From an optimization exercise on the open Yosys and OpenROAD flow, aimed at small area; shortcuts taken in it are not production practice.
Function was checked by simulation only, so behaviour that the tests miss may differ from the original.
Power is estimated from default activity; no workload was simulated.

## flow/config.mk

```make
export PLATFORM = sky130hd
export DESIGN_NAME = OFDM_Data_Modem
export DESIGN_NICKNAME = OFDM_Data_Modem
export VERILOG_FILES = /design/flow/design.v
export SDC_FILE = /design/flow/constraint.sdc
export NUM_CORES = 4
export LEC_CHECK = 0
export CAP_MARGIN = 20
export CORE_MARGIN = 2
export CORE_UTILIZATION = 80
export CTS_BUF_LIST = sky130_fd_sc_hd__clkbuf_16
export CTS_CLUSTER_DIAMETER = 80
export CTS_CLUSTER_SIZE = 25
export SLEW_MARGIN = 20
```

## flow/constraint.sdc

```tcl
create_clock -name core_clock -period 5.0 [get_ports {clk}]
set_input_delay 1.0000 -clock core_clock [delete_from_list [all_inputs] [get_ports {clk}]]
set_output_delay 1.0000 -clock core_clock [all_outputs]
set_load 0.01 [all_outputs]
```

## flow/design.v

```verilog
`timescale 1ns / 1ps 
module data_scramler( 
    input               clk         ,
    input               ce          ,  
    input               rst_n       , 
    input               Scram_Din   ,  
    input               Scram_En    ,  
    input       [6:0]   Scram_Seed  , 
    input               Scram_Load  , 
    input               Signal_Flag_In,
    output reg          Signal_Flag_Out,
    output reg          Scram_Dout  ,
    output reg          Scram_Vld   
);
    reg     [6:0]   shift_reg;
    always@(posedge clk or negedge rst_n ) begin
        if(!rst_n) begin
            shift_reg <= 0;
            Scram_Dout <= 0;
            Scram_Vld  <= 0; 
        end
        else if (ce) begin if( Scram_Load ) begin 
            shift_reg <= Scram_Seed; 
            Scram_Vld <= 0; 
        end
        else if( Scram_En && ~Signal_Flag_In ) begin
            Scram_Dout <= shift_reg[6] + shift_reg[3] + Scram_Din;  
            Scram_Vld  <= 1; 
            shift_reg <= {shift_reg[5:0],(shift_reg[6]+shift_reg[3])};  
        end
        else if( Scram_En && Signal_Flag_In ) begin
            Scram_Dout <= Scram_Din; 
            Scram_Vld  <= 1; 
        end
        else begin  
            Scram_Vld  <= 0; 
        end
            end
    end
    always@(posedge clk or negedge rst_n ) begin
        if(!rst_n) begin 
            Signal_Flag_Out <= 0;
        end
        else if (ce) begin if( ~Signal_Flag_In ) begin 
            Signal_Flag_Out <= 0; 
        end
        else if(  Signal_Flag_In ) begin 
            Signal_Flag_Out <= 1;
        end 
            end
    end
endmodule   
`timescale 1ns / 1ps 
module data_conv_code( 
    input               clk         ,
    input               ce          ,  
    input               rst_n       , 
    input               Signal_Flag_In, 
    output reg         Signal_Flag_Out,
    input               Conv_Din   ,  
    input               Conv_En    , 
    output reg  [1:0]   Conv_Dout  ,
    output reg          Conv_Vld   
); 
    reg     [5:0]   shift_reg;
    always@(posedge clk or negedge rst_n ) begin
        if(!rst_n) begin
            shift_reg <= 0;
            Conv_Dout <= 0;
            Conv_Vld  <= 0; 
        end
        else if (ce) begin if( Conv_En ) begin
            Conv_Dout[0] <= shift_reg[5] + shift_reg[4] + shift_reg[2] + shift_reg[1] + Conv_Din; 
            Conv_Dout[1] <= shift_reg[5] + shift_reg[2] + shift_reg[1] + shift_reg[0] + Conv_Din; 
            Conv_Vld  <= 1;
            shift_reg <= {shift_reg[4:0],Conv_Din};  
        end
        else begin  
            Conv_Vld  <= 0; 
        end
            end
    end
    always@(posedge clk or negedge rst_n ) begin
        if(!rst_n) begin 
            Signal_Flag_Out <= 0;
        end
        else if (ce) begin if( Signal_Flag_In ) begin 
            Signal_Flag_Out <= 1'b1;
        end
        else if( ~Signal_Flag_In ) begin   
            Signal_Flag_Out <= 1'b0;
        end
            end
    end
endmodule   
`timescale 1ns / 1ps 
module data_puncturing( 
    input               clk            ,
    input               din_ce         , 
    input               cb_ce          , 
    input               rst_n          ,
    input   [3:0]       Rate_Con       ,
    input               Signal_Flag_In ,
    input   [1:0]       Punt_Din       ,  
    input               Punt_En        ,  
    output reg [1:0]    SymbolLen_Con  ,
    output reg          Signal_Flag_Out,
    output reg          Punt_Dout      ,
    output reg          Punt_Vld       
);
    reg [5:0]   Puncture_in;
    reg [5:0]   Puncture_reg1;
    reg [5:0]   Puncture_reg;
    reg [2:0]   Cnt_Index;  
    reg [2:0]   Cnt_Bit; 
    reg [2:0]   Cnt_Bit_Max;
    reg         Cache_Valid;
    reg         Cache_Valid_reg1; 
    reg         Cache_Valid_reg; 
    reg         Signal_Flag1,Signal_Flag2,Signal_Flag3,Signal_Flag4;
    wire [3:0]  RATE_CON ;
    assign      RATE_CON = Signal_Flag_In ? 4'b1101 : Rate_Con;
    always@(posedge clk or negedge rst_n ) begin
        if(!rst_n) begin
            Puncture_in <= 0; 
            Cnt_Index <= 0;
            Cache_Valid <= 0;
        end
        else if (din_ce) begin if( Punt_En ) begin   
            case ( RATE_CON )
			4'b1101,4'b0101,4'b1001: begin
                Puncture_in[1:0] <= Punt_Din;	 
                Cache_Valid <= 1'b1;
                Cnt_Index <= 0;
            end
            4'b1111,4'b0111,4'b1011,4'b0011: begin
                Puncture_in <= {Puncture_in[3:0],Punt_Din};	  
                if(Cnt_Index==2)  begin
                    Cnt_Index <= 0;
                    Cache_Valid <= 1'b1;
                    end
                else  begin
                    Cnt_Index <= Cnt_Index + 1'b1;
                    Cache_Valid <= 1'b0;
                  end
            end
            4'b0001: begin
                Puncture_in <= {Puncture_in[3:0],Punt_Din};			  
                if(Cnt_Index==1) begin
                    Cnt_Index <= 0;
                    Cache_Valid <= 1'b1;
                    end
                else  begin
                    Cnt_Index <= Cnt_Index + 1'b1;
                    Cache_Valid <= 1'b0;
                    end
            end  
            default:;
            endcase
        end 
        else begin
            Cache_Valid <= 1'b0;
        end
            end
    end
    always@(posedge clk or negedge rst_n ) begin
        if(!rst_n) begin
            Signal_Flag1 <= 0;
        end
        else if (din_ce) begin if( ~Signal_Flag_In ) begin
            Signal_Flag1 <= 1'b0;
        end
        else if( Signal_Flag_In ) begin
            Signal_Flag1 <= 1'b1;
        end
            end
    end
    always@(posedge clk or negedge rst_n ) begin
        if(!rst_n) begin
            Signal_Flag2 <= 0; 
            Signal_Flag3 <= 0;
            Signal_Flag4 <= 0;
            Puncture_reg <= 0; 
            Puncture_reg1 <= 0;
            Cache_Valid_reg <= 0;
            Cache_Valid_reg1 <= 0;
        end
        else if (cb_ce) begin  begin 
            Signal_Flag2 <= Signal_Flag1;
            Puncture_reg1 <= Puncture_in;
            Cache_Valid_reg1 <= Cache_Valid;
            Signal_Flag3 <= Signal_Flag2 ;
            Puncture_reg <= Puncture_reg1;
            Cache_Valid_reg <= ~Cache_Valid_reg && Cache_Valid_reg1; 
            Signal_Flag4 <= Signal_Flag3;
        end
            end
    end  
    always@( * ) begin    
        if( Signal_Flag3 || Signal_Flag4 ) begin 
            Cnt_Bit_Max <= 1;
        end
        else  begin 
            case ( RATE_CON )
			4'b1101,4'b0101,4'b1001: begin
                Cnt_Bit_Max <= 1;
            end
            4'b1111,4'b0111,4'b1011,4'b0011: begin
                Cnt_Bit_Max <= 3;
            end
            4'b0001: begin
                Cnt_Bit_Max <= 2;
            end 
            default: Cnt_Bit_Max <= 1;
            endcase
        end  
    end
    always@(posedge clk or negedge rst_n ) begin
        if(!rst_n) begin 
            Cnt_Bit <= 0; 
        end
        else if (cb_ce) begin if( Cnt_Bit>=Cnt_Bit_Max ) begin
            Cnt_Bit <= 1'b0;
        end  
        else if( Cnt_Bit>0 ) begin
            Cnt_Bit <= Cnt_Bit + 1'b1;
        end 
        else if( Cache_Valid_reg ) begin
            Cnt_Bit <= 1'b1;
        end  
            end
    end 
    always@(posedge clk or negedge rst_n ) begin
        if(!rst_n) begin
            Punt_Dout <= 0; 
            Punt_Vld <= 0; 
        end
        else if (cb_ce) begin if( Cache_Valid_reg || (Cnt_Bit>0) )  begin 
            case(Cnt_Bit_Max)
            1:begin
                case ( Cnt_Bit )
                    0: begin
                        Punt_Dout <= Puncture_reg[0];
                        Punt_Vld  <= 1'b1;
                    end
                    1: begin
                        Punt_Dout <= Puncture_reg[1];
                        Punt_Vld  <= 1'b1;
                    end
                default:;
                endcase
            end
            2:begin
                case ( Cnt_Bit )
                    0: begin
                        Punt_Dout <= Puncture_reg[0];
                        Punt_Vld  <= 1'b1;
                    end
                    1: begin
                        Punt_Dout <= Puncture_reg[1];
                        Punt_Vld  <= 1'b1;
                    end
                    2: begin
                        Punt_Dout <= Puncture_reg[2];
                        Punt_Vld  <= 1'b1;
                    end
                default:;
                endcase
            end
            3:begin
                case ( Cnt_Bit )
                    0: begin
                        Punt_Dout <= Puncture_reg[0];
                        Punt_Vld  <= 1'b1;
                    end
                    1: begin
                        Punt_Dout <= Puncture_reg[1];
                        Punt_Vld  <= 1'b1;
                    end
                    2: begin
                        Punt_Dout <= Puncture_reg[2];
                        Punt_Vld  <= 1'b1;
                    end
                    3: begin
                        Punt_Dout <= Puncture_reg[5];
                        Punt_Vld  <= 1'b1;
                    end
                default: Punt_Vld <= 0;
                endcase
            end
            default: Punt_Vld <= 0;
            endcase
        end
        else begin 
            Punt_Vld <= 1'b0;
        end
            end
    end
    always@(posedge clk or negedge rst_n ) begin
        if(!rst_n) begin
            SymbolLen_Con <= 0;   
        end
        else if (cb_ce) begin if( Signal_Flag3 || Signal_Flag4) begin 
            SymbolLen_Con <= 2'b00; 
        end
        else if( Cnt_Bit==0 ) begin 
            case ( RATE_CON )
			4'b1101,4'b1111: begin
                SymbolLen_Con <= 2'b00;   
            end
            4'b0101,4'b0111: begin
                SymbolLen_Con <= 2'b01;    
            end
            4'b1001,4'b1011: begin
                SymbolLen_Con <= 2'b10;   
            end 
            4'b0001,4'b0011: begin
                SymbolLen_Con <= 2'b11;   
            end
            default:SymbolLen_Con <= 2'b00;
            endcase
        end  
            end
    end
    always@(posedge clk or negedge rst_n ) begin
        if(!rst_n) begin
            Signal_Flag_Out <= 0;
        end
        else if (cb_ce) begin if( Signal_Flag3 || Signal_Flag4) begin 
            Signal_Flag_Out <= 1;
        end
        else begin 
            Signal_Flag_Out <= 0;
        end  
            end
    end
endmodule   
`timescale 1ns / 1ps
module sync_buffer
(
	input			clk,
	input			rst_n,
	input			ce,        
	input [1:0]		ph3,
	input			clr,       
	input			wea,
	input [8:0]		addra,
	input    		dina,
	input [8:0]		addrb,
	output reg     	doutb
);
	reg			sw;
	reg [8:0]	sa;
	reg			sd;
	always @ (posedge clk or negedge rst_n)
		if (!rst_n)
			sw <= 1'b0;
		else if (ph3 == 2'd2)
			sw <= wea | clr;
	always @ (posedge clk)
		if (ph3 == 2'd2) begin
			sa <= addra;
			sd <= dina;
		end
	wire		w_l1  = (sa[8:7] != 2'b11);
	wire		w_l2  = (sa[8:7] == 2'b11) & (sa[6:5] != 2'b11);
	wire		w_pl  = (sa[8:5] == 4'b1111);
	wire [1:0]	w_j   = w_l1 ? sa[8:7] : sa[6:5];
	wire		fire  = sw & (w_pl ? (ph3 == 2'd0) : (w_j == 2'd2 - ph3));
	wire [127:0] ring1_p0;
	wire [31:0]	ring2_p0;
	wire [31:0]	plain_q;
	genvar r;
	generate
		for (r = 0; r < 128; r = r + 1) begin : g_ring1
			reg [2:0]	q;    
			wire sel = fire & w_l1 & (sa[6:0] == r);
			always @ (posedge clk)
				q <= {q[1:0], sel ? sd : q[2]};
			assign ring1_p0[r] = q[0];
		end
		for (r = 0; r < 32; r = r + 1) begin : g_ring2
			reg [2:0]	q;
			reg			p;    
			wire sel2 = fire & w_l2 & (sa[4:0] == r);
			wire selp = fire & w_pl & (sa[4:0] == r);
			always @ (posedge clk) begin
				q <= {q[1:0], sel2 ? sd : q[2]};
				if (selp)
					p <= sd;
			end
			assign ring2_p0[r] = q[0];
			assign plain_q[r]  = p;
		end
	endgenerate
	wire		r_l1 = (addrb[8:7] != 2'b11);
	wire		r_pl = (addrb[8:5] == 4'b1111);
	wire [1:0]	rj   = r_l1 ? addrb[8:7] : addrb[6:5];
	wire		x    = r_l1 ? ring1_p0[addrb[6:0]] : ring2_p0[addrb[4:0]];
	reg			rd_hold;
	always @ (posedge clk)
		if ((rj == 2'd1 && ph3 == 2'd2) || (rj == 2'd2 && ph3 == 2'd1))
			rd_hold <= x;
	always @ (posedge clk)
		if (ce)
			doutb <= r_pl ? plain_q[addrb[4:0]] :
			         (rj == 2'd0) ? x : rd_hold;
endmodule
`timescale 1ns / 1ps 
module data_interleaver
#(
    parameter   SIGNAL_INTV_TO_QAM_FRE = 4  
)(
    input               clk             ,
    input               ce              ,   
    input       [1:0]   ph3             ,   
    input               rst_n           ,
    input               Intv_Din        ,
    input               Intv_En         ,
    input       [1:0]   Intv_Con        , 
    input               Signal_Flag_In  ,
    output reg  [1:0]   Map_Type        ,
    output reg          Intv_Dout       ,
    output reg          Intv_Vld
);
    reg             i;
    reg             wea  ;
    reg     [8:0]   addra;
    reg             dina ;
    reg     [8:0]   addrb;
    wire            doutb;
    reg             clr;     
    reg     [8:0]   Cnt_Index;
    wire            Add_Cnt_Index;
    wire            End_Cnt_Index;
    reg     [8:0]   Cnt_Index_Max;
    reg     [1:0]   Intv_Con1;
    reg         Buf_A_Flag;
    reg         Buf_B_Flag;
    reg         Len_Vld;
    reg  [1:0]  Len_Con;
    reg  [8:0]  Len_M1;
    wire        Cnt_Bit_Last;
    reg         Signal_Flag_Reg;
    reg             Back_12Bits;
    reg     [3:0]   Cnt_Bit_12;
    reg     [8:0]   Cnt_Bit;
    reg [2:0]   Signal_Interval_Time;
    reg [5:0]   Signal_Bit_Cnt;
    localparam  N_48 =2'b00,
                N_96 =2'b01,
                N_192=2'b10,
                N_288=2'b11;
    always@( * ) begin
        case ( Len_Con )
        N_48 :  Len_M1 = 47;
        N_96 :  Len_M1 = 95;
        N_192:  Len_M1 = 191;
        default:Len_M1 = 287;
        endcase
    end
    assign Cnt_Bit_Last = Len_Vld && (Cnt_Bit == Len_M1);
    wire   Sig_Bit_Last = Len_Vld && (Signal_Bit_Cnt >= Len_M1);
    always@(posedge clk or negedge rst_n ) begin
        if(!rst_n) begin
            Cnt_Index   <= 0;
        end
        else if (ce) begin if( End_Cnt_Index ) begin
            Cnt_Index <= 0;
        end
        else if( Add_Cnt_Index ) begin
            Cnt_Index <= Cnt_Index + 1'b1;
        end
            end
    end
    assign Add_Cnt_Index = Intv_En;
    assign End_Cnt_Index = Add_Cnt_Index &&( Cnt_Index == Cnt_Index_Max-1);
    always@( * ) begin
        case ( Intv_Con )
        N_48 :  Cnt_Index_Max = 48;
        N_96 :  Cnt_Index_Max = 96;
        N_192:  Cnt_Index_Max = 192;
        default:Cnt_Index_Max = 288;
        endcase
    end
    reg [8:0] wr_addr;
    always@( * ) begin
        case(Intv_Con)
        N_48 : wr_addr = Cnt_Index[3:0] + (Cnt_Index[3:0]<<1) + Cnt_Index[8:4];
        N_96 : wr_addr = (Cnt_Index[3:0]<<1)  + (Cnt_Index[3:0]<<2) + Cnt_Index[8:4];
        N_192: wr_addr = (Cnt_Index[3:0]<<3)  + (Cnt_Index[3:0]<<2) + Cnt_Index[8:4];
        default: wr_addr = (Cnt_Index[3:0]<<4)  + (Cnt_Index[3:0]<<1) + Cnt_Index[8:4];
        endcase
    end
    always@(posedge clk or negedge rst_n ) begin
        if(!rst_n) begin
            clr   <= 1;
            wea   <= 0;
            addra <= 0;
            dina  <= 0;
            i <= 0;
        end
        else if (clr) begin
            if (ph3 == 2'd2) begin
                addra <= addra + 1'b1;
                if (addra == 9'd511) clr <= 0;
            end
        end
        else if (ce) begin if( Add_Cnt_Index ) begin
            wea   <= 1;
            addra <= i ? wr_addr + 9'd288 : wr_addr;
            dina  <= Intv_Din;
            if(End_Cnt_Index)  i <= ~i;
        end
        else begin
            wea <= 0;
        end
            end
    end
    sync_buffer  spram(
	    .clk            (clk            )  ,
	    .rst_n          (rst_n          )  ,
	    .ce             (ce             )  ,
	    .ph3            (ph3            )  ,
	    .clr            (clr            )  ,
	    .wea            (wea            )  ,
	    .addra          (addra          )  ,
	    .dina           (dina           )  ,
	    .addrb          (addrb          )  ,
	    .doutb          (doutb          )
    );
    always@(posedge clk or negedge rst_n ) begin
        if(!rst_n) begin
            Buf_A_Flag   <= 0;
        end
        else if (ce) begin if( Buf_A_Flag && Cnt_Bit_Last ) begin
            Buf_A_Flag <= 0;
        end
        else if( End_Cnt_Index && (i==0) ) begin
            Buf_A_Flag <= 1;
        end
            end
    end
    always@(posedge clk or negedge rst_n ) begin
        if(!rst_n) begin
            Buf_B_Flag   <= 0;
        end
        else if (ce) begin if( Buf_B_Flag && Cnt_Bit_Last ) begin
            Buf_B_Flag <= 0;
        end
        else if( End_Cnt_Index && (i==1) ) begin
            Buf_B_Flag <= 1;
        end
            end
    end
    always@(posedge clk or negedge rst_n ) begin
        if(!rst_n) begin
            Signal_Flag_Reg <=0;
            Len_Vld <= 0;
            Len_Con <= 0;
        end
        else if (ce) begin if( Signal_Flag_Reg && (Signal_Bit_Cnt>=48-1 )&&(Signal_Interval_Time>=SIGNAL_INTV_TO_QAM_FRE-1 ) ) begin
            Signal_Flag_Reg <= 0;
        end
        else if( End_Cnt_Index    ) begin
            Signal_Flag_Reg <= Signal_Flag_In;
            Len_Vld <= 1;
            Len_Con <= Intv_Con;
        end
            end
    end
    always@(posedge clk or negedge rst_n ) begin
        if(!rst_n) begin
            Intv_Con1 <= 0;
        end
        else if (ce) begin if( End_Cnt_Index  ) begin
            Intv_Con1 <= Intv_Con ;
        end
            end
    end
    always@(posedge clk or negedge rst_n ) begin
        if(!rst_n) begin
            Signal_Interval_Time <= 0;
        end
        else if (ce) begin if( Signal_Flag_Reg  ) begin
             if( (Signal_Interval_Time>=SIGNAL_INTV_TO_QAM_FRE-1 ) )  begin
                Signal_Interval_Time  <= 0 ;
            end
            else begin
                Signal_Interval_Time <= Signal_Interval_Time + 1'b1;
            end
        end
            end
    end
    always@(posedge clk or negedge rst_n ) begin
        if(!rst_n) begin
            Signal_Bit_Cnt <= 0;
        end
        else if (ce) begin if( Signal_Flag_Reg &&(Signal_Interval_Time>=SIGNAL_INTV_TO_QAM_FRE-1)    ) begin
             if( Sig_Bit_Last )  begin
                Signal_Bit_Cnt  <= 0 ;
            end
            else begin
                Signal_Bit_Cnt <= Signal_Bit_Cnt + 1'b1;
            end
        end
            end
    end
    always@(posedge clk or negedge rst_n ) begin
        if(!rst_n) begin
            Cnt_Bit   <= 0;
            Back_12Bits <= 0;
            Cnt_Bit_12 <= 0;
        end
        else if (ce) begin if( Buf_A_Flag || Buf_B_Flag ) begin
            begin
                if( Cnt_Bit_Last )
                    Cnt_Bit <= 0;
                else
                    Cnt_Bit <= Cnt_Bit + 1'b1;
            end
            begin
                if( (Back_12Bits==1)&& Cnt_Bit_12==11)
                    Back_12Bits <= 1'b0;
                else if( Cnt_Bit_12==11 )
                    Back_12Bits <=  1'b1;
                end
            begin
                if( Cnt_Bit_12==11)
                    Cnt_Bit_12 <= 0;
                else
                    Cnt_Bit_12 <= Cnt_Bit_12 + 1'b1;
            end
        end
            end
    end
    wire [8:0] rd_bit = Back_12Bits ? {Cnt_Bit[8:2], ~Cnt_Bit[1], Cnt_Bit[0]} : Cnt_Bit;
    reg  Rd_Buf_Vld;
     always@(posedge clk or negedge rst_n ) begin
        if(!rst_n) begin
            addrb <= 0;
            Rd_Buf_Vld <= 0;
        end
        else if (ce) begin if( (Buf_A_Flag || Buf_B_Flag) && ~Signal_Flag_Reg )  begin
            Rd_Buf_Vld <= 1'b1;
            addrb <= Buf_A_Flag ? rd_bit : rd_bit + 9'd288;
        end
        else if( Signal_Flag_Reg && ((Signal_Interval_Time>=SIGNAL_INTV_TO_QAM_FRE-1 )) ) begin
            addrb <= Signal_Bit_Cnt;
            Rd_Buf_Vld <= 1;
        end
        else begin
            Rd_Buf_Vld <= 0;
        end
            end
    end
    always@(posedge clk or negedge rst_n ) begin
        if(!rst_n) begin
            Intv_Vld  <= 0;
        end
        else if (ce) begin if( Rd_Buf_Vld ) begin
            Intv_Vld  <= 1'b1 ;
        end
        else    begin
            Intv_Vld  <= 1'b0 ;
        end
            end
    end
    always@(posedge clk)
        if (ce)
            Intv_Dout <= doutb;
    always@(posedge clk or negedge rst_n ) begin
        if(!rst_n) begin
            Map_Type <= 0;
        end
        else if (ce) begin if((Buf_B_Flag || Buf_A_Flag) &&(Cnt_Bit==0)) begin
            Map_Type <= Intv_Con1 ;
        end
            end
    end
endmodule
 `timescale 1ns / 1ps 
module data_maping(
    input               clk         ,
    input               cb_ce       , 
    input               ce          ,  
    input               rst_n       ,
    input               Tx_Clr      ,
    input  [1:0]        Map_Type    ,
    input               Qam16_Din   ,
    input               Qam16_En    ,
    output reg  [6:0]   Qam16_Code  ,
    output reg          Qam16_Vld   ,
    output reg  [5:0]   Index_Out
);
    reg   [5:0]     Map_Bits;
    reg   [6:0]     Map_Code_Reg;
    reg             Map_Bits_Vld_80M;
    wire            Map_Vld_80M_20M;
    reg   [2:0]     Cnt_Bits_Max;
    reg   [2:0]     Cnt_Bits;
    wire            Add_Cnt_Bits;
    wire            End_Cnt_Bits;
    reg             Map_Bits_Vld_20M;
    reg   [6:0]     Map_Code_20M;
    always@(posedge clk or negedge rst_n ) begin
        if(!rst_n) begin
            Cnt_Bits <= 0;
        end
        else if (cb_ce) begin if( Tx_Clr ) begin
            Cnt_Bits <= 0;
        end
        else if( End_Cnt_Bits ) begin
            Cnt_Bits <= 0;
        end
        else if( Add_Cnt_Bits ) begin
            Cnt_Bits <= Cnt_Bits + 1'b1;
        end
            end
    end
    assign Add_Cnt_Bits = Qam16_En;
    assign End_Cnt_Bits = Add_Cnt_Bits &&(Cnt_Bits==Cnt_Bits_Max-1);
    always@( * ) begin
       case(Map_Type)
            2'b00:Cnt_Bits_Max = 1;  
            2'b01:Cnt_Bits_Max = 2;  
            2'b10:Cnt_Bits_Max = 4;  
            default:Cnt_Bits_Max = 6;  
       endcase
    end
    always@(posedge clk or negedge rst_n ) begin
        if(!rst_n) begin
            Map_Bits <= 0;
        end
        else if (cb_ce) begin if( Add_Cnt_Bits && (Cnt_Bits < Cnt_Bits_Max) ) begin
            Map_Bits[Cnt_Bits] <= Qam16_Din;
        end
            end
    end
    wire [6:0] Map_Code;
    assign Map_Code[6]   = (Map_Type == 2'b11);
    assign Map_Code[5]   = (Map_Type == 2'b11) ? Map_Bits[5] : (Map_Type == 2'b10);
    assign Map_Code[4]   = (Map_Type == 2'b11) ? Map_Bits[4] : (Map_Type == 2'b01);
    assign Map_Code[3]   = Map_Type[1] ? Map_Bits[3] : ~Map_Type[0];
    assign Map_Code[2:0] = Map_Bits[2:0];
    always@(posedge clk or negedge rst_n ) begin
        if(!rst_n) begin
            Map_Bits_Vld_80M <= 0;
        end
        else if (cb_ce) begin if(  End_Cnt_Bits  ) begin
            Map_Bits_Vld_80M <= 1'b1;
        end
        else begin
            Map_Bits_Vld_80M <= 1'b0;
        end
            end
    end
    reg  Map_Bits_Vld_80M1,Map_Bits_Vld_80M2,Map_Bits_Vld_80M3;
    always@(posedge clk or negedge rst_n ) begin
        if(!rst_n) begin
            Map_Bits_Vld_80M1 <= 0;
            Map_Bits_Vld_80M2 <= 0;
            Map_Bits_Vld_80M3 <= 0;
        end
        else if (cb_ce) begin  begin
            Map_Bits_Vld_80M1 <= Map_Bits_Vld_80M;
            Map_Bits_Vld_80M2 <= Map_Bits_Vld_80M1;
            Map_Bits_Vld_80M3 <= Map_Bits_Vld_80M2;
        end
            end
    end
    assign Map_Vld_80M_20M = Map_Bits_Vld_80M3 || Map_Bits_Vld_80M2 || Map_Bits_Vld_80M1 || Map_Bits_Vld_80M;
    always@(posedge clk) begin
        if (cb_ce && End_Cnt_Bits)
            Map_Code_Reg <= Map_Code;
        if (ce && Map_Vld_80M_20M)
            Map_Code_20M <= Map_Code_Reg;
    end
    always@(posedge clk or negedge rst_n ) begin
        if(!rst_n) begin
            Map_Bits_Vld_20M <= 0;
        end
        else if (ce) begin if(  Map_Vld_80M_20M  ) begin
            Map_Bits_Vld_20M <= 1'b1;
        end
        else begin
            Map_Bits_Vld_20M <= 1'b0;
        end
            end
    end
    always@(posedge clk) begin
        if (ce && !Tx_Clr && Map_Bits_Vld_20M)
            Qam16_Code <= Map_Code_20M;
    end
    always@(posedge clk or negedge rst_n ) begin
        if(!rst_n) begin
            Qam16_Vld <= 0;
            Index_Out <= 6'b111_111;
        end
        else if (ce) begin if( Tx_Clr ) begin
            Qam16_Vld <= 0;
            Index_Out <= 6'b111_111;
        end
        else if( Map_Bits_Vld_20M ) begin
            Qam16_Vld <= 1;
            Index_Out <= Index_Out + 1;
        end
        else   begin
            Qam16_Vld  <= 0;
            Index_Out <= 6'b111_111;
        end
            end
    end
endmodule
`timescale 1ns / 1ps 
module spram_128
(
	input			clk,
	input			rst_n,
	input			ce,
	input [1:0]		ph3,       
	input [1:0]		ph4,       
	input			wea,
	input			wh,
	input [5:0]		wa,
	input [6:0] 	dina,
	input			web,
	input [6:0]		addrb,
	output reg [6:0] 	doutb
);
	localparam [5:0] A0 = 6'd48, P7 = 6'd49, P21 = 6'd50, P43 = 6'd51, P57 = 6'd52;
	wire [6:0]	pl_code [0:7];
	wire [6:0]	a0_code [0:1];
	genvar h, p;
	generate
		for (h = 0; h < 2; h = h + 1) begin : g_half
			for (p = 0; p < 4; p = p + 1) begin : g_pil
				localparam [5:0] PA = (p == 0) ? 6'd7 : (p == 1) ? 6'd21 : (p == 2) ? 6'd43 : 6'd57;
				localparam [6:0] PADDR = 64 * h + PA;
				reg pv, ps;
				wire sa = ce & wea & (wh == h) & (wa == P7 + p);
				wire sb = ce & web & (addrb == PADDR);
				always @ (posedge clk) begin
					if (sa | sb)
						pv <= sa;
					if (sa)
						ps <= dina[0];
				end
				assign pl_code[4*h+p] = {3'b000, pv, 2'b00, ps};
			end
			localparam [6:0] A0ADDR = 64 * h;
			reg [6:0] a0;
			wire e0 = ce & (web ? (addrb == A0ADDR) : (wea & (wh == h) & (wa == A0)));
			always @ (posedge clk)
				if (e0)
					a0 <= web ? 7'b0 : dina;
			assign a0_code[h] = a0;
		end
	endgenerate
	reg			sw;
	reg			sh;
	reg [5:0]	sn;
	reg [6:0]	sd;
	wire		ph11 = (ph3 == 2'd2) & (ph4 == 2'd3);
	always @ (posedge clk or negedge rst_n)
		if (!rst_n)
			sw <= 1'b0;
		else if (ph11)
			sw <= wea & (wa < 6'd48);
	always @ (posedge clk)
		if (ph11) begin
			sh <= wh;
			sn <= wa;
			sd <= dina;
		end
	wire		fire   = sw & (ph3 == 2'd2 - sn[5:4]) & (ph4 == ~sn[1:0]);
	wire [6:0]	ring_d = web ? 7'b0 : sd;
	wire [6:0]	ring_p0 [0:7];
	genvar r;
	generate
		for (r = 0; r < 8; r = r + 1) begin : g_ring
			localparam [2:0] RID = r;    
			reg [83:0] q;    
			wire sel = web | (fire & ({sh, sn[3:2]} == RID));
			always @ (posedge clk)
				q <= {q[76:0], sel ? ring_d : q[83:77]};
			assign ring_p0[r] = q[6:0];
		end
	endgenerate
	reg [5:0]	rd_idx;
	always @ (*) begin
		case (addrb[5:0])
			6'd1: rd_idx = 6'd24;
			6'd2: rd_idx = 6'd25;
			6'd3: rd_idx = 6'd26;
			6'd4: rd_idx = 6'd27;
			6'd5: rd_idx = 6'd28;
			6'd6: rd_idx = 6'd29;
			6'd8: rd_idx = 6'd30;
			6'd9: rd_idx = 6'd31;
			6'd10: rd_idx = 6'd32;
			6'd11: rd_idx = 6'd33;
			6'd12: rd_idx = 6'd34;
			6'd13: rd_idx = 6'd35;
			6'd14: rd_idx = 6'd36;
			6'd15: rd_idx = 6'd37;
			6'd16: rd_idx = 6'd38;
			6'd17: rd_idx = 6'd39;
			6'd18: rd_idx = 6'd40;
			6'd19: rd_idx = 6'd41;
			6'd20: rd_idx = 6'd42;
			6'd22: rd_idx = 6'd43;
			6'd23: rd_idx = 6'd44;
			6'd24: rd_idx = 6'd45;
			6'd25: rd_idx = 6'd46;
			6'd26: rd_idx = 6'd47;
			6'd38: rd_idx = 6'd0;
			6'd39: rd_idx = 6'd1;
			6'd40: rd_idx = 6'd2;
			6'd41: rd_idx = 6'd3;
			6'd42: rd_idx = 6'd4;
			6'd44: rd_idx = 6'd5;
			6'd45: rd_idx = 6'd6;
			6'd46: rd_idx = 6'd7;
			6'd47: rd_idx = 6'd8;
			6'd48: rd_idx = 6'd9;
			6'd49: rd_idx = 6'd10;
			6'd50: rd_idx = 6'd11;
			6'd51: rd_idx = 6'd12;
			6'd52: rd_idx = 6'd13;
			6'd53: rd_idx = 6'd14;
			6'd54: rd_idx = 6'd15;
			6'd55: rd_idx = 6'd16;
			6'd56: rd_idx = 6'd17;
			6'd58: rd_idx = 6'd18;
			6'd59: rd_idx = 6'd19;
			6'd60: rd_idx = 6'd20;
			6'd61: rd_idx = 6'd21;
			6'd62: rd_idx = 6'd22;
			6'd63: rd_idx = 6'd23;
			default: rd_idx = 6'd63;
		endcase
	end
	wire		rd_data = (rd_idx != 6'd63);
	wire		rd_pil  = (addrb[5:0] == 6'd7) | (addrb[5:0] == 6'd21) | (addrb[5:0] == 6'd43) | (addrb[5:0] == 6'd57);
	wire [1:0]	rd_pn   = (addrb[5:0] == 6'd7) ? 2'd0 : (addrb[5:0] == 6'd21) ? 2'd1 : (addrb[5:0] == 6'd43) ? 2'd2 : 2'd3;
	wire [6:0]	x = ring_p0[{addrb[6], rd_idx[3:2]}];
	reg  [6:0]	rd_hold;
	always @ (posedge clk)
		if ((ph3 == 2'd3 - rd_idx[5:4] || (rd_idx[5:4] == 2'd0 && ph3 == 2'd0)) && (ph4 == 2'd0 - rd_idx[1:0]))
			rd_hold <= x;
	always @ (posedge clk)
		if (ce)
			doutb <= rd_data ? ((rd_idx[5:4] == 2'd0 && rd_idx[1:0] == 2'd0) ? x : rd_hold) :
			         rd_pil  ? pl_code[{addrb[6], rd_pn}] :
			         (addrb[5:0] == 6'd0) ? a0_code[addrb[6]] : 7'b0;
endmodule
`timescale 1ns / 1ps 
module data_pilot(
    input               clk         ,
    input               ce          ,  
    input       [1:0]   ph3         ,  
    input       [1:0]   ph4         ,  
    input               rst_n       ,
    input       [6:0]   Pilot_Din   ,   
    input               Pilot_En    ,
    input       [5:0]   Pilot_Index  ,
    input               pilot_start ,
    output      [7:0]   Pilot_DoutRe      ,
    output      [7:0]   Pilot_DoutIm      ,
    output reg          Pilot_Vld
);
    reg             Re_wea   ;
    reg     [6:0]   Re_dina  ;
    reg             wen_out  ;
    reg     [6:0]   out_addr ;
    wire    [6:0]   Code_doutb ;
    reg Pilot_En1;
    reg Pilot_En2;
    wire wr_done;
    always@(posedge clk  or negedge rst_n ) begin
        if(!rst_n) begin
            Pilot_En1 <= 0;
            Pilot_En2 <= 0;
        end
        else if (ce) begin  begin
            Pilot_En1 <= Pilot_En;
            Pilot_En2 <= Pilot_En1;
        end
            end
    end
    assign wr_done = Pilot_En1 && ~Pilot_En;
    reg     [6:0]   shift_reg;
    wire            scram_out ;
    always@(posedge clk or negedge rst_n ) begin
        if(!rst_n) begin
            shift_reg <= 7'b111_1111;
        end
        else if (ce) begin if( pilot_start ) begin
            shift_reg <= 7'b111_1111;
        end
        else if( wr_done  ) begin
            shift_reg <= {shift_reg[5:0],(shift_reg[6]+shift_reg[3])};
        end
            end
    end
    assign scram_out = (shift_reg[6]+shift_reg[3]);
    reg             cnt_symbol;    
    reg             insert;
    localparam [5:0] A0 = 6'd48, P7 = 6'd49, P21 = 6'd50, P43 = 6'd51, P57 = 6'd52;
    reg             Re_h;
    reg     [5:0]   Re_a;
    always@(posedge clk or negedge rst_n ) begin
        if(!rst_n) begin
            Re_h <= 0;
            Re_a <= A0;
            Re_wea <= 0;
        end
        else if (ce) begin if( Pilot_En ) begin
            Re_h <= cnt_symbol;
            Re_a <= (Pilot_Index < 6'd48) ? Pilot_Index : A0;
            Re_wea <= 1;
        end
        else  if( insert ) begin
            case(Re_a)
                A0  :begin
                    Re_a <= P7;
                    Re_wea <= 1;
                end
                P7  :begin
                    Re_a <= P21;
                    Re_wea <= 1;
                end
                P21 : begin
                    Re_a <= P43;
                    Re_wea <= 1;
                end
                P43 :begin
                    Re_a <= P57;
                    Re_wea <= 1;
                end
            default: begin
                    Re_a <= A0;
                    Re_wea <= 0;
            end
            endcase
        end
        else  begin
            Re_h <= cnt_symbol;
            Re_a <= A0;
            Re_wea <= 0;
        end
            end
    end
    always@(posedge clk) begin
        if (ce) begin
            if (Pilot_En)
                Re_dina <= Pilot_Din;
            else
                Re_dina <= {6'b000100, (Re_a == P7) ? scram_out : ~scram_out};
        end
    end
    always@(posedge clk or negedge rst_n ) begin
        if(!rst_n) begin
            insert <= 1;
        end
        else if (ce) begin if( Re_a==P57 ) begin
            insert <= 0;
        end
        else if( wr_done || pilot_start ) begin
            insert <= 1;
        end
            end
    end
    always@(posedge clk or negedge rst_n ) begin
        if(!rst_n) begin
            cnt_symbol <= 0;
        end
        else if (ce) begin if( pilot_start ) begin
            cnt_symbol <= 0;
        end
        else if( wr_done ) begin
            cnt_symbol <= ~cnt_symbol;
        end
            end
    end
    reg   initialize ;
    always@(posedge clk or negedge rst_n ) begin
        if(!rst_n) begin
            initialize  <= 1;
        end
        else if (ce) begin if( out_addr==127 ) begin
            initialize <= 0 ;
        end
            end
    end
    reg  rdy,rdy1;
    always@(posedge clk or negedge rst_n ) begin
        if(!rst_n) begin
            rdy  <= 0;
        end
        else if (ce) begin if( out_addr[5:0]==63  ) begin
            rdy <= 0;
        end
        else if( ~Pilot_En &&  Pilot_En2  ) begin
            rdy <= 1;
        end
            end
    end
    always@(posedge clk or negedge rst_n ) begin
        if(!rst_n) begin
            wen_out  <= 0;
            out_addr <= 0;
        end
        else if (ce) begin if( initialize ) begin
            out_addr <= out_addr + 1;
            wen_out <= 1;
        end
        else if( rdy ) begin
            out_addr <= out_addr + 1;
            wen_out <= 0;
        end
        else begin
            wen_out <= 0;
        end
            end
    end
    always@(posedge clk or negedge rst_n ) begin
        if(!rst_n) begin
            rdy1  <= 0;
        end
        else if (ce) begin
            rdy1  <= rdy;
        end
    end
    reg [6:0] Dout_Code;
    always@(posedge clk) begin
        if (ce)
            Dout_Code <= Code_doutb;
    end
    always@(posedge clk or negedge rst_n ) begin
        if(!rst_n) begin
            Pilot_Vld <= 0;
        end
        else if (ce) begin
            Pilot_Vld <= rdy1;
        end
    end
    function automatic [7:0] lvl64(input [2:0] b);
        case (b)
            3'b000: lvl64 = 8'b1011_1011;
            3'b001: lvl64 = 8'b1100_1111;
            3'b011: lvl64 = 8'b1110_0011;
            3'b010: lvl64 = 8'b1111_0111;
            3'b110: lvl64 = 8'b0100_0101;
            3'b111: lvl64 = 8'b0011_0001;
            3'b101: lvl64 = 8'b0001_1101;
            default: lvl64 = 8'b0000_1001;
        endcase
    endfunction
    function automatic [7:0] lvl16(input [1:0] b);
        case (b)
            2'b00: lvl16 = 8'b11000011;
            2'b10: lvl16 = 8'b11101100;
            2'b01: lvl16 = 8'b00111101;
            default: lvl16 = 8'b00010100;
        endcase
    endfunction
    reg [7:0] dec_re, dec_im;
    always@( * ) begin
        if (Dout_Code[6]) begin
            dec_re = lvl64(Dout_Code[2:0]);
            dec_im = lvl64(Dout_Code[5:3]);
        end else if (Dout_Code[5]) begin
            dec_re = lvl16(Dout_Code[1:0]);
            dec_im = lvl16(Dout_Code[3:2]);
        end else if (Dout_Code[4]) begin
            dec_re = Dout_Code[0] ? 8'b0010_1101 : 8'b1101_0011;
            dec_im = Dout_Code[1] ? 8'b0010_1101 : 8'b1101_0011;
        end else if (Dout_Code[3]) begin
            dec_re = Dout_Code[0] ? 8'b0100_0000 : 8'b1100_0000;
            dec_im = 8'b0;
        end else begin
            dec_re = 8'b0;
            dec_im = 8'b0;
        end
    end
    assign Pilot_DoutRe = dec_re;
    assign Pilot_DoutIm = dec_im;
    spram_128  spram_code(
	    .clk            (clk          )  ,
	    .rst_n          (rst_n        )  ,
	    .ce             (ce           )  ,
	    .ph3            (ph3          )  ,
	    .ph4            (ph4          )  ,
	    .wea            (Re_wea       )  ,
	    .wh             (Re_h         )  ,
	    .wa             (Re_a         )  ,
	    .dina           (Re_dina      )  ,
	    .web            (wen_out      )  ,
	    .addrb          (out_addr     )  ,
	    .doutb          (Code_doutb   )
    );
endmodule
`timescale 1ns / 1ps 
module   OFDM_Data_Modem
    #(
        parameter  SIGNAL_INTV_TO_QAM_FRE = 4
    )(  
    input               clk         , 
    input               rst_n       ,
    input               Tx_Clr      ,
    input [3:0]         Rate_Con    , 
    input               Signal_Flag ,
    input [6:0]         Scram_Seed  ,
    input               Data_Bit    ,
    input               Data_Bit_Vld,
    output[7:0]         Dout_Re     ,
    output[7:0]         Dout_Im     ,
    output              Dout_Vld      
);              
    reg  [1:0]  P3;
    reg  [1:0]  P4;
    always@(posedge clk or negedge rst_n ) begin
        if(!rst_n) begin
            P3 <= 0;
            P4 <= 0;
        end
        else begin
            P3 <= (P3 == 2) ? 2'd0 : P3 + 1'b1;
            P4 <= P4 + 1'b1;
        end
    end
    wire din_ce = (P4 == 0);
    wire cb_ce  = (P3 == 0);
    wire sys_ce = (P3 == 0) && (P4 == 0);
    wire        Scram_Din   ;
    wire        Scram_En    ;
    wire        Scram_Dout  ;
    wire        Scram_Vld   ;
    wire        Signal_Scram_Out;
    assign Scram_Din = Data_Bit;
    assign Scram_En = Data_Bit_Vld ;
    data_scramler  u_scram(   
        .clk                (clk                ),
        .ce                 (din_ce             ),
        .rst_n              (rst_n              ), 
        .Scram_Din          (Scram_Din          ), 
        .Scram_En           (Scram_En           ), 
        .Scram_Seed         (Scram_Seed         ), 
        .Scram_Load         (Tx_Clr             ), 
        .Signal_Flag_In     (Signal_Flag        ),
        .Signal_Flag_Out    (Signal_Scram_Out   ),    
        .Scram_Dout         (Scram_Dout         ),
        .Scram_Vld          (Scram_Vld          ) 
    );
    wire        Conv_Din   ;
    wire        Conv_En    ;
    wire [1:0]  Conv_Dout  ;
    wire        Conv_Vld   ;
    wire        Signal_Conv_Out;
    assign Conv_Din = Scram_Dout;
    assign Conv_En  = Scram_Vld ;
    data_conv_code u_conv( 
        .clk                (clk                ),
        .ce                 (din_ce             ),  
        .rst_n              (rst_n              ),  
        .Conv_Din           (Conv_Din           ),  
        .Signal_Flag_In     (Signal_Scram_Out   ),
        .Signal_Flag_Out    (Signal_Conv_Out    ),
        .Conv_En            (Conv_En            ), 
        .Conv_Dout          (Conv_Dout          ),
        .Conv_Vld           (Conv_Vld           ) 
    );
    wire [1:0]  Punt_Din ;
    wire        Punt_En  ;
    wire        Punt_Dout;
    wire        Punt_Vld ;
    wire        Signal_Punt_Out;
    wire  [1:0] SymbolLen_Con;
    assign Punt_Din = Conv_Dout ;
    assign Punt_En  = Conv_Vld  ;
    data_puncturing  u_punt( 
        .clk                (clk                ),
        .din_ce             (din_ce             ), 
        .cb_ce              (cb_ce              ),  
        .rst_n              (rst_n              ) , 
        .Rate_Con           (Rate_Con           ),
        .Signal_Flag_In     (Signal_Conv_Out    ),
        .SymbolLen_Con      (SymbolLen_Con      ),
        .Signal_Flag_Out    (Signal_Punt_Out    ),
        .Punt_Din           (Punt_Din           ),  
        .Punt_En            (Punt_En            ),  
        .Punt_Dout          (Punt_Dout          ),
        .Punt_Vld           (Punt_Vld           )
    );
    wire        Intv_Din ;
    wire        Intv_En  ;
    wire        Intv_Dout;
    wire        Intv_Vld ;
    wire [1:0]  Map_Type;
    assign Intv_Din = Punt_Dout;
    assign Intv_En  = Punt_Vld ;
    data_interleaver 
    #(
        .SIGNAL_INTV_TO_QAM_FRE(SIGNAL_INTV_TO_QAM_FRE)
    )
    u_intv( 
        .clk                (clk                ),
        .ce                 (cb_ce              ), 
        .ph3                (P3                 ),
        .rst_n              (rst_n              ), 
        .Intv_Con           (SymbolLen_Con      ), 
        .Signal_Flag_In     (Signal_Punt_Out    ), 
        .Map_Type           (Map_Type           ), 
        .Intv_Din           (Intv_Din           ), 
        .Intv_En            (Intv_En            ), 
        .Intv_Dout          (Intv_Dout          ), 
        .Intv_Vld           (Intv_Vld           )
    );
    wire        Qam16_Din;
    wire        Qam16_En ;
    wire [6:0]  Qam16_Code;
    wire        Qam16_Vld;
    wire [5:0]  Index_Out;
    assign Qam16_Din = Intv_Dout;
    assign Qam16_En  = Intv_Vld ;
    data_maping u_Qam16(
        .cb_ce              (cb_ce              ),
        .clk                (clk                ),
        .ce                 (sys_ce             ),
        .Tx_Clr             (Tx_Clr             ),
        .rst_n              (rst_n              ),
        .Map_Type           (Map_Type           ),
        .Qam16_Din          (Qam16_Din          ),
        .Qam16_En           (Qam16_En           ),
        .Index_Out          (Index_Out          ),
        .Qam16_Code         (Qam16_Code         ),
        .Qam16_Vld          (Qam16_Vld          )
    );
    data_pilot  u_pilot(
        .clk                (clk                ),
        .ce                 (sys_ce             ),
        .ph3                (P3                 ),
        .ph4                (P4                 ),
        .rst_n              (rst_n              ) ,
        .Pilot_Index        (Index_Out          ) ,
        .Pilot_Din          (Qam16_Code         ) ,
        .Pilot_En           (Qam16_Vld          ) ,
        .pilot_start        (Tx_Clr             ) ,
        .Pilot_DoutRe       (Dout_Re            ) ,
        .Pilot_DoutIm       (Dout_Im            ) ,
        .Pilot_Vld          (Dout_Vld           )
    );
endmodule          
```

## flow/run.sh

```bash
#!/bin/bash
# synth_recipe.tcl (not shown) runs the flow's synth.tcl, then flattens the netlist and writes it again
# the make line also repeats each setting of config.mk as NAME=value (left out here)
make -C /OpenROAD-flow-scripts/flow DESIGN_CONFIG=/design/flow/config.mk WORK_HOME=/design/flow/orfs CLKGATE_MAP_FILE= SYNTH_SCRIPT=/design/flow/synth_recipe.tcl finish
```

==> results of run 1 <==
## final cells by class
class	instances	area [µm²]
Sequential cell	1465	31600
Multi-Input combinational cell	1798	13100
Fill cell	2415	7840
Clock buffer	71	1780
Tap cell	756	946
Timing Repair Buffer	55	547
Inverter	83	312
Clock inverter	29	214
Antenna cell	1	2.50
## report_power, final
group / leakage, µW / switching (µW) / total (µW) / internal, µW
sequential: 0.0127 / 200 / 12200 / 12000
combinational: 0.00554 / 689 / 1200 / 509
clock: 0.00104 / 3670 / 6300 / 2640
## cells in the final DEF, fill, tap and decap left out, types with 71 or more instances in the layout
| cell | Yosys | routed |
|---|---|---|
| dfxtp_1 | 1152 | 1152 |
| nand2_1 | 314 | 314 |
| nor2_1 | 276 | 274 |
| mux2_2 | 186 | 186 |
| dfrtp_1 | 157 | 154 |
| edfxtp_1 | 138 | 138 |
| mux2i_1 | 117 | 117 |
| inv_1 | 79 | 99 |
| ha_1 | 100 | 99 |
| o21ai_0 | 98 | 97 |
| a21oi_1 | 72 | 72 |
| clkbuf_16 | 0 | 71 |
## worst reg2reg max path: cells and delay by family, from the launching register on
kind            cells  cell delay, ns
compound gates      4            1.42
buf+inv             3            0.93
flops               1            0.57
mux                 2            0.41
fa+ha+maj           1            0.35
simple gates        1            0.26
## metal layers
layer	up-vias	global-route usage, %	wire length (µm)
met3	481	6.21	7480
met5	-	0	9
met1	13200	44.0	38900
li1	11800	-	-
met2	1544	62.6	53200
met4	2	18.8	6490
## worst max-delay path by stage
| stage | from | slack, ns | cells past startpoint | end |
|---|---|---|---|---|
| 4_1_cts | u_pilot.Dout_Code[3] | 0.62 | 8 | Dout_Im[7] |
| 3_5_place_dp | u_intv.Cnt_Index[2] | 1.02 | 14 | u_intv.addra[7] |
| 5_1_grt | u_pilot.Dout_Code[3] | 0.49 | 8 | Dout_Im[7] |
| 2_1_floorplan | u_intv.Cnt_Index[2] | 1.27 | 14 | u_intv.addra[6] |
| 3_3_place_gp | u_intv.Cnt_Index[0] | 1.08 | 15 | u_intv.addra[7] |
| 6_report | u_pilot.Dout_Code[3] | 0.50 | 8 | Dout_Im[7] |
## stage by stage
step           setup slack (ns)  power [µW]
6_report                  0.496       19700
5_1_grt                   0.494       20300
4_1_cts                   0.618       19700
3_5_place_dp               1.02       13700
3_3_place_gp               1.08       13600
2_1_floorplan              1.27       13300
## cell families (layout without fill, tap and decap cells)
kind of cell	count (synthesis)	count (layout)	share of synthesized area, %
compound gates	385	385	5.71
other cells	0	1	0
xor+xnor	66	66	1.27
fa+ha+maj	106	106	3.00
mux	374	374	10.1
flops	1465	1465	69.2
simple gates	867	867	8.65
buf+inv	223	238	2.05
==> run summary, run 1 <==
Worst R2R End u_pilot.spram_code.doutb[1]; post-detail-place hpwl 62.3 mm; DR vias/cell 6.36; r2r setup slk 0.80 ns; die height 243 µm; setup tns final 0 ns; HP Start u_intv.spram.g_ring2[11].q[1]; GP Congestion between 0.8 and 0.9; Die ar. slightly below 60000 µm²; Final setup viols 0; largest net degree at the start of global routing just under 200; clock latency on the worst-skew pair 0.66 ns; Bufs and invs on worst path 2; post-synth top area share 50.5%; Commonest cells post-synth dfxtp_1 (1152), nand2_1 (314), nor2_1 (276), mux2_2 (186), dfrtp_1 (157); floorplan row count 87; Largest Register u_pilot.spram_code.g_ring.q; hold_ws 0.319 ns; slowest library cell on the worst path edfxtp_1; fraction of layout cells with a size suffix above 1 11.2%; Mapped Area 45700 µm²; Largest regs u_pilot.spram_code.g_ring.q (672), u_intv.spram.g_ring1.q (384), u_intv.spram.g_ring2.q (96); arrival time worst endpoint 3.50 ns; syn nets 3609; status no timing/DRC/antenna violations; leading area contributor after synthesis dfxtp_1; RR Startpoint u_pilot.out_addr[1]; Netlist cell types 93; core area 56400 µm²; Clk pin slew, worst setup/hold paths 0.11 ns; Via Count ~27000; worst reg2reg path depth 11; final net count 3595; max FFs per register 672; syn_area_per_cell around 13 µm²; Max-Cap Viols 0; Initial DRC Count 3347; Tmin final 4.50 ns; fin cells 4258; antenna violations before repair 2; Max VDD drop 0.397 mV; TritonCTS clock tree built; Max FO, Critical Path 8; vias in the first global route approximately 28000; Pins Over Slew Limit 0; largest cells by area after synthesis dfxtp_1 (51%), edfxtp_1 (9.1%), dfrtp_1 (8.6%); HP Class reg2reg; I/O pins 34; RSZ-0062 raised after global routing false; flops & latches, synth 1465; Rel. slew slack 17.3%; Clock Path Buffers 3; area grow syn2layout 6.33%; Setup crit start kind flop; critical path class reg2out; root buffer cell clkbuf_16; Routed WL approximately 110 mm; Final Cycle Share 90.1%; CTS Buf Count 69; Die W approximately 240 µm; CTS H-tree depth 3; wire per inst 24.9 µm; cell with the most instances after synthesis dfxtp_1; CP delay by family, top buffers and inverters; TritonCTS Sinks 1465; gr usage total 36.3%; # DRC 0; first-pass GRT wire length 164 mm; post-layout instance area 48500 µm²; pwr/cell area 407 nW/µm²; cells after synthesis 3486; crit path cell chain inv_1 -> ha_1 -> nor3_1 -> o21ai_0 -> nand2_1 -> o31ai_1 -> nand2b_1 -> clkdlybuf4s50_1; P_leak 0.0193 µW; Post-CTS Resized 0; Cells after DPL 4157; Hold Fails Final Rpt 0; Req. time, crit path 4.00 ns; IO Port Bufs 33; Area after DPL 46600 µm²; Yosys warning count 9; Hold Path End u_intv.spram.g_ring2[11].q[2]; CP peak stage delay ~0.56 ns; GRT overflow 0; Post-synth EDFFs 138; post-route clock skew 0.0301 ns; Hold Path Stages 0; drt pass-1 iters 14; Post-CTS Setup Bufs 0; ANT nets after route 0; Least-Margin Pin Slew approximately 1.2 ns; post-layout util 86.1%; async set-reset flop share out of synthesis 11.9%; register area share after synthesis between 60% and 70%; CP Capture Type output port; Top FF cell, synth dfxtp_1; Max Freq around 0.22 GHz; Hold Buf Count CTS 0; Initial Util around four fifths
==> run 2: changes to the inputs <==
--- a/flow/config.mk
+++ b/flow/config.mk
@@ -9,6 +9,6 @@
 export CORE_MARGIN = 2
-export CORE_UTILIZATION = 80
+export CORE_UTILIZATION = 70
 export CTS_BUF_LIST = sky130_fd_sc_hd__clkbuf_16
-export CTS_CLUSTER_DIAMETER = 80
-export CTS_CLUSTER_SIZE = 25
+export CTS_CLUSTER_DIAMETER = 90
+export CTS_CLUSTER_SIZE = 28
 export SLEW_MARGIN = 20
==> run summary, run 2 <==
post-layout util 75.1% (-11 points); status no timing/DRC/antenna violations; P_leak 0.0192 µW (-0.68%); r2r setup slk 0.99 ns (+0.19 ns); Pins Over Slew Limit 0 (unchanged); Die ar. 67300 µm² (+14%); largest net degree at the start of global routing 93 (-52%); Cell Int Power 14800 µW (-2.6%); Least-Margin Pin Slew 1.12 ns (-0.115 ns); Hold Fails Final Rpt 0 (unchanged); register area share after synthesis 69.2% (unchanged); first-pass GRT wire length 142 mm (-14%); Setup crit start kind flop; # DRC 0 (unchanged); GP Congestion 0.894 (-0.12%); Post-CTS Setup Bufs 0 (unchanged); pwr/cell area 396 nW/µm² (-2.7%); slowest library cell on the worst path edfxtp_1; Routed WL 90.0 mm (-15%); Clock Path Buffers 3 (unchanged); clock latency on the worst-skew pair 0.68 ns (+0.02 ns); drt pass-1 iters 5 (-9); Via Count 25100 (-7.2%); HP Start u_intv.spram.g_ring1[100].q[1]; gr usage total 26.8% (-9.5 points); IO Port Bufs 33 (unchanged); Rel. slew slack 25.0% (+7.7 points); TritonCTS Sinks 1465 (unchanged); Largest regs u_pilot.spram_code.g_ring.q (672), u_intv.spram.g_ring1.q (384), u_intv.spram.g_ring2.q (96); antenna violations before repair 0 (-2); combinational share of power 6.3% (+0.2 points); critical path class reg2out; Max FO, Critical Path 8 (unchanged); cell with the most instances after synthesis dfxtp_1; Place WS 1.06 ns (+0.0419 ns); post-detail-place hpwl 58.3 mm (-6.4%); commonest non-fill, non-tap cell in the layout dfxtp_1; max FFs per register 672 (unchanged); Req. time, crit path 4.00 ns (about the same); Max VDD drop 0.365 mV (-8.1%); antenna diode count 0 (-1); Post-synth EDFFs 138 (unchanged); floorplan row count 93 (+6.9%); HP Class reg2reg; Yosys warning count 9 (unchanged); syn nets 3609 (unchanged); syn_area_per_cell 13.1 µm² (unchanged); fraction of layout cells with a size suffix above 1 11.1% (-0.17 points); Post-CTS Resized 0 (unchanged); die height 259 µm (+6.8%); Die W 259 µm (+6.8%); Reg power frac 63.9% (+1.9 points); final net count 3590 (-0.14%); Max-Cap Viols 0 (unchanged); arrival time worst endpoint 3.42 ns (-0.08 ns); I/O pins 34 (unchanged); crit path launch u_pilot.Dout_Code[3]; leading area contributor after synthesis dfxtp_1; flops & latches, synth 1465 (unchanged); Top FF cell, synth dfxtp_1; root buffer cell clkbuf_16; Hold Buf Count CTS 0 (unchanged); CTS H-tree depth 2 (-1); cells after synthesis 3486 (unchanged); Netlist cell types 93 (unchanged); Initial DRC Count 1946 (-42%); ANT nets after route 0 (unchanged); Commonest cells post-synth dfxtp_1 (1152), nand2_1 (314), nor2_1 (276), mux2_2 (186), dfrtp_1 (157); Final Cycle Share 88.4% (-1.7 points); clock power share 29.8% (-2.1 points); DR vias/cell 5.78 (-9.1%); CP Capture Type output port; sw power 4360 µW (-4.3%); wire per inst 20.7 µm (-17%); CTS Buf Count 60 (-13%); RR Startpoint u_intv.Cnt_Index[0]; async set-reset flop share out of synthesis 11.9% (unchanged); Clk pin slew, worst setup/hold paths 0.10 ns (about the same); most frequent cells in the layout dfxtp_1 (1152), nand2_1 (314), nor2_1 (274), mux2_2 (186), dfrtp_1 (154); TritonCTS clock tree built; vias in the first global route 25700 (-9.0%); GRT overflow 0 (unchanged); Max Freq 0.226 GHz (+1.9%); post-route clock skew 0.0304 ns (+0.000277 ns); crit path cell chain inv_1 -> ha_1 -> nor3_1 -> o21ai_0 -> nand2_1 -> o31ai_1 -> nand2b_1 -> clkdlybuf4s50_1; Fill cells 3961 (+64%); core area 64500 µm² (+14%); Initial Util 70.8% (-10 points); Largest Register u_pilot.spram_code.g_ring.q; CP peak stage delay 0.55 ns (about the same); Final setup viols 0 (unchanged); Final WS setup 0.580 ns (+0.0841 ns); area grow syn2layout 6.02%; Tmin final 4.42 ns (-0.0841 ns); post-synth top area share 50.5% (unchanged); switching share of power 22.7% (-0.32 points); largest cells by area after synthesis dfxtp_1 (51%), edfxtp_1 (9.1%), dfrtp_1 (8.6%); Mapped Area 45700 µm² (unchanged); RSZ-0062 raised after global routing false; setup tns final 0 ns (unchanged)
==> run 2: changes by cell type in the layout (fill, tap and decap cells not counted), moves of 2 or more <==
cell	before	now
buf_4	18	24
buf_12	4	2
clkbuf_16	71	60
inv_1	99	97
==> run 2: worst paths after layout <==
kind / to / depth (start not counted)
setup / recovery: Dout_Im[7] / 8
hold / removal: u_intv.spram.g_ring1[100].q[2] / 0
setup reg to reg: u_intv.addra[6] / 14
hold reg to reg: u_intv.spram.g_ring1[100].q[2] / 0
max in group asynchronous: u_intv.clr / 2
min in group asynchronous: u_pilot.out_addr[2] / 1
==> run 2: through the flow <==
stage                     area [µm²]  std cells  hold WS [ns]  total power, µW
after floorplan                45700       3486         0.310            13300
after global placement         46700       4260         0.310            13600
after detailed placement       46700       4260         0.312            13700
after CTS                      48400       4346         0.321            19200
after global routing           48400       4346         0.318            19800
final                          48400       4346         0.321            19200
==> run 2: per-layer routing <==
layer	global-route usage, %	up-vias	wire length [µm]
li1	-	11900	-
met1	36.0	12500	38600
met2	45.9	629	44900
met3	3.19	167	3800
met4	8.33	0	2760
met5	0	-	0
==> run 2: layout make-up <==
type	instances	area (µm²)	share of cell area [%]
sequential	1465	31600	65.3
clock buffer	60	1500	3.10
multi-input combinational	1798	13100	27.1
clock inverter	26	218	0.450
inverter	83	312	0.644
timing repair buffer	59	552	1.14
tap	855	1070	2.21
==> run 2: worst max-delay path: cells and delay by family (launching register included) <==
kind / cells / cell delay, ns
simple gates: 3 / 0.38
flops: 1 / 0.55
fa+ha+maj: 1 / 0.29
buf+inv: 2 / 0.86
compound gates: 2 / 0.67
==> run 2: logic make-up (layout without fill, tap and decap cells) <==
logic type | Yosys count | count (layout) | share of synthesized area [%]
AOI/OAI and AO/OA | 385 | 385 | 5.71
xor gates and xnor gates | 66 | 66 | 1.27
adders and majority gates | 106 | 106 | 3.00
buffers and inverters | 223 | 228 | 2.05
DFF | 1465 | 1465 | 69.2
muxes | 374 | 374 | 10.1
and+or+nand+nor | 867 | 867 | 8.65
==> run 2: power by group through the flow <==
| stage | clock network, µW | logic, µW | registers, µW |
|---|---|---|---|
| after global routing | 6190 | 1320 | 12300 |
| after CTS | 5790 | 1200 | 12200 |
| after detailed placement | 0 | 1190 | 12500 |
| after global placement | 0 | 1160 | 12500 |
| after floorplan | 0 | 886 | 12400 |
| final | 5700 | 1200 | 12200 |
==> run 3: changes to the inputs <==
--- a/flow/config.mk
+++ b/flow/config.mk
@@ -9,6 +9,6 @@
 export CORE_MARGIN = 2
-export CORE_UTILIZATION = 70
+export CORE_UTILIZATION = 75
 export CTS_BUF_LIST = sky130_fd_sc_hd__clkbuf_16
-export CTS_CLUSTER_DIAMETER = 90
-export CTS_CLUSTER_SIZE = 28
+export CTS_CLUSTER_DIAMETER = 100
+export CTS_CLUSTER_SIZE = 30
 export SLEW_MARGIN = 20
==> run summary, run 3 <==
Synth Area in Compound Gates 5.71% (unchanged); Final setup viols 0 (unchanged); post-synthesis xor/xnor area fraction 1.27% (unchanged); Clock Path Buffers 3 (unchanged); antenna diode count 0 (unchanged); Largest regs u_pilot.spram_code.g_ring.q (672), u_intv.spram.g_ring1.q (384), u_intv.spram.g_ring2.q (96); max FFs per register 672 (unchanged); Clk pin slew, worst setup/hold paths 0.11 ns (about the same); metal2 WL 48.3 mm (+7.8%); CTS H-tree depth 2 (unchanged); Hold Fails Final Rpt 0 (unchanged); Req. time, crit path 4.00 ns (about the same); Fill cells 3182 (-20%); IO Port Bufs 33 (unchanged); Post-CTS Resized 0 (unchanged); Post-synth EDFFs 138 (unchanged); post-synth top area share 50.5% (unchanged); Initial DRC Count 2337 (+20%); leading area contributor after synthesis dfxtp_1; critical path class reg2out; Routed WL 95.0 mm (+5.5%); sw power 4290 µW (-1.5%); flops & latches, synth 1465 (unchanged); max layer used met4; syn nets 3609 (unchanged); Netlist cell types 93 (unchanged); root buffer cell clkbuf_16; RSZ-0062 raised after global routing false; CTS Buf Count 55 (-8.3%); Max Freq 0.233 GHz (+3.1%); Mapped Area 45700 µm² (unchanged); core area 60200 µm² (-6.5%); fraction of layout cells with a size suffix above 1 10.9% (-0.20 points); Least-Margin Pin Slew 1.04 ns (-0.0743 ns); gr usage total 30.4% (+3.6 points); area grow syn2layout 5.44%; setup tns final 0 ns (unchanged); GP Congestion 0.877 (-1.8%); Final Cycle Share 85.7% (-2.7 points); clock power share 28.8% (-1.0 points); most frequent cells in the layout dfxtp_1 (1152), nand2_1 (314), nor2_1 (274), mux2_2 (186), dfrtp_1 (154); Post-CTS Setup Bufs 0 (unchanged); status no timing/DRC/antenna violations; post-synthesis mux area share 10.1% (unchanged); commonest non-fill, non-tap cell in the layout dfxtp_1; Cell Int Power 14600 µW (-1.3%); first-pass GRT wire length 149 mm (+5.5%); WL met1 38.8 mm (+0.55%); floorplan row count 90 (-3.2%); Largest Register u_pilot.spram_code.g_ring.q; antenna violations before repair 0 (unchanged); TritonCTS clock tree built; Commonest cells post-synth dfxtp_1 (1152), nand2_1 (314), nor2_1 (276), mux2_2 (186), dfrtp_1 (157); largest family of logic cells by synthesized area multiplexers; # DRC 0 (unchanged); final net count 3583 (-0.19%); Via Count 25800 (+2.5%); wire per inst 22.3 µm (+7.6%); P_leak 0.0191 µW (-0.45%); post-layout instance area 48100 µm² (-0.55%); async set-reset flop share out of synthesis 11.9% (unchanged); GRT overflow 0 (unchanged); arrival time worst endpoint 3.29 ns (-0.13 ns); Die ar. 62900 µm² (-6.6%); Max FO, Critical Path 8 (unchanged); Die W 251 µm (-3.3%); Yosys warning count 9 (unchanged); HP Class reg2reg; I/O pins 34 (unchanged); met3 wire length 4.22 mm (+11%); post-synthesis adder-cell area fraction 3.00% (unchanged); pwr/cell area 393 nW/µm² (-0.77%); vias in the first global route 26500 (+3.4%); cell with the most instances after synthesis dfxtp_1; CP Capture Type output port; Initial Util 75.8% (+5.0 points); DR vias/cell 6.04 (+4.5%); TritonCTS Sinks 1465 (unchanged); cells after synthesis 3486 (unchanged); register area share after synthesis 69.2% (unchanged); Setup crit start kind flop; largest net degree at the start of global routing 193 (+110%); ANT nets after route 0 (unchanged); clock latency on the worst-skew pair 0.69 ns (about the same); Top FF cell, synth dfxtp_1; syn_area_per_cell 13.1 µm² (unchanged); Max VDD drop 0.404 mV (+11%); Max-Cap Viols 0 (unchanged); Reg power frac 64.8% (+0.9 points); Rel. slew slack 29.8% (+4.8 points); Area after DPL 46600 µm² (-0.20%); switching share of power 22.7% (-0.031 points); Pins Over Slew Limit 0 (unchanged); drt pass-1 iters 6 (+1); combinational share of power 6.3% (about the same); post-detail-place hpwl 59.1 mm (+1.4%); Hold Buf Count CTS 0 (unchanged); largest cells by area after synthesis dfxtp_1 (51%), edfxtp_1 (9.1%), dfrtp_1 (8.6%); Tmin final 4.29 ns (-0.134 ns); Synth Area in Simple Gates 8.65% (unchanged); post-route clock skew 0.0505 ns (+0.0201 ns); die height 251 µm (-3.3%)
[run 3: power groups by stage]
| stage | logic [µW] | registers (µW) | clock network [µW] |
|---|---|---|---|
| after floorplan | 886 | 12400 | 0 |
| after global placement | 1160 | 12500 | 0 |
| after detailed placement | 1190 | 12500 | 0 |
| after CTS | 1200 | 12200 | 5480 |
| after global routing | 1340 | 12300 | 5850 |
| final | 1200 | 12300 | 5450 |
[run 3: final timing paths]
| check | cells after the start | slack, ns | end | start |
|---|---|---|---|---|
| setup reg to reg | 13 | 1.02 | u_intv.addra[6] | u_intv.Cnt_Index[2] |
| max in group asynchronous | 2 | 3.62 | u_intv.Rd_Buf_Vld | rst_n |
| setup / recovery | 8 | 0.71 | Dout_Im[7] | u_pilot.Dout_Code[3] |
| hold reg to reg | 0 | 0.31 | u_intv.spram.g_ring2[31].q[2] | u_intv.spram.g_ring2[31].q[1] |
| hold / removal | 0 | 0.31 | u_intv.spram.g_ring2[31].q[2] | u_intv.spram.g_ring2[31].q[1] |
| min in group asynchronous | 1 | 0.38 | u_pilot.out_addr[0] | rst_n |
[run 3: cell type report]
type                            instances  area [µm²]  area share [%]
Clock buffer                           55        1380            2.86
Clock inverter                         23         163           0.338
Inverter                               83         312           0.647
Multi-Input combinational cell       1798       13100            27.3
Sequential cell                      1465       31600            65.7
Tap cell                              782         978            2.03
Timing Repair Buffer                   57         549            1.14
[run 3: critical path, stage by stage, from the launching register on]
cell and delay [ns]:
edfxtp_1 0.55, inv_1 0.29, ha_1 0.28, nor3_1 0.11, o21ai_0 0.26, nand2_1 0.12
o31ai_1 0.33, nand2b_1 0.16, clkdlybuf4s50_1 0.53
[run 3: metrics by stage]
stage,worst slack [ns],std cells,power (µW),util [%],hold slack (ns)
3_5_place_dp,1.05,4185,13700,77.3,0.312
6_report,0.714,4263,18900,79.9,0.305
2_1_floorplan,1.27,3486,13300,-,0.310
4_1_cts,0.744,4263,18900,79.9,0.304
5_1_grt,0.580,4263,19500,79.9,0.312
3_3_place_gp,1.06,4185,13600,77.3,0.310
[run 3: kinds of logic after synthesis]
group / after synthesis
adders and majority gates: 106
xor gates and xnor gates: 66
muxes: 374
and+or+nand+nor: 867
AOI/OAI and AO/OA: 385
buffers and inverters: 223
DFF: 1465
[run 3: metal layers]
metal  vias up  global-route usage (%)
met3       250                    2.71
li1      11800                       -
met4         0                    11.4
met5         -                       0
met2       903                    53.3
met1     12800                    39.7

[port drivers added, routing unchanged]
No port has a modelled driver above. Below, the same layouts with a new extraction and two added sets of constraints.
Step 1: set_driving_cell puts a clkbuf_16 on clk and a buf_2 on each other input, an assumption about the parent block.
Step 2 adds t to the input delays and takes it off the output delays; t is the mean of the earliest and latest rising clock arrival at the registers after step 1. Input paths then give back, and output paths get back, about the clock's delay inside the block.
a / b / c = no drivers / after step 1 / after step 2; a / b = the first two.
| run | t, ns | setup WS [ns] | worst hold slack (ns) | cell pins on the clock port's net |
|---|---|---|---|---|
| run 1 | 0.714 | 0.496 / 0.430 / 0.796 | 0.319 / 0.319 / 0.319 | 1 |
| run 2 | 0.731 | 0.580 / 0.513 / 0.994 | 0.321 / 0.321 / 0.321 | 1 |
| run 3 | 0.725 | 0.714 / 0.649 / 1.020 | 0.305 / 0.305 / 0.305 | 1 |
After both steps every run listed still meets setup and hold.
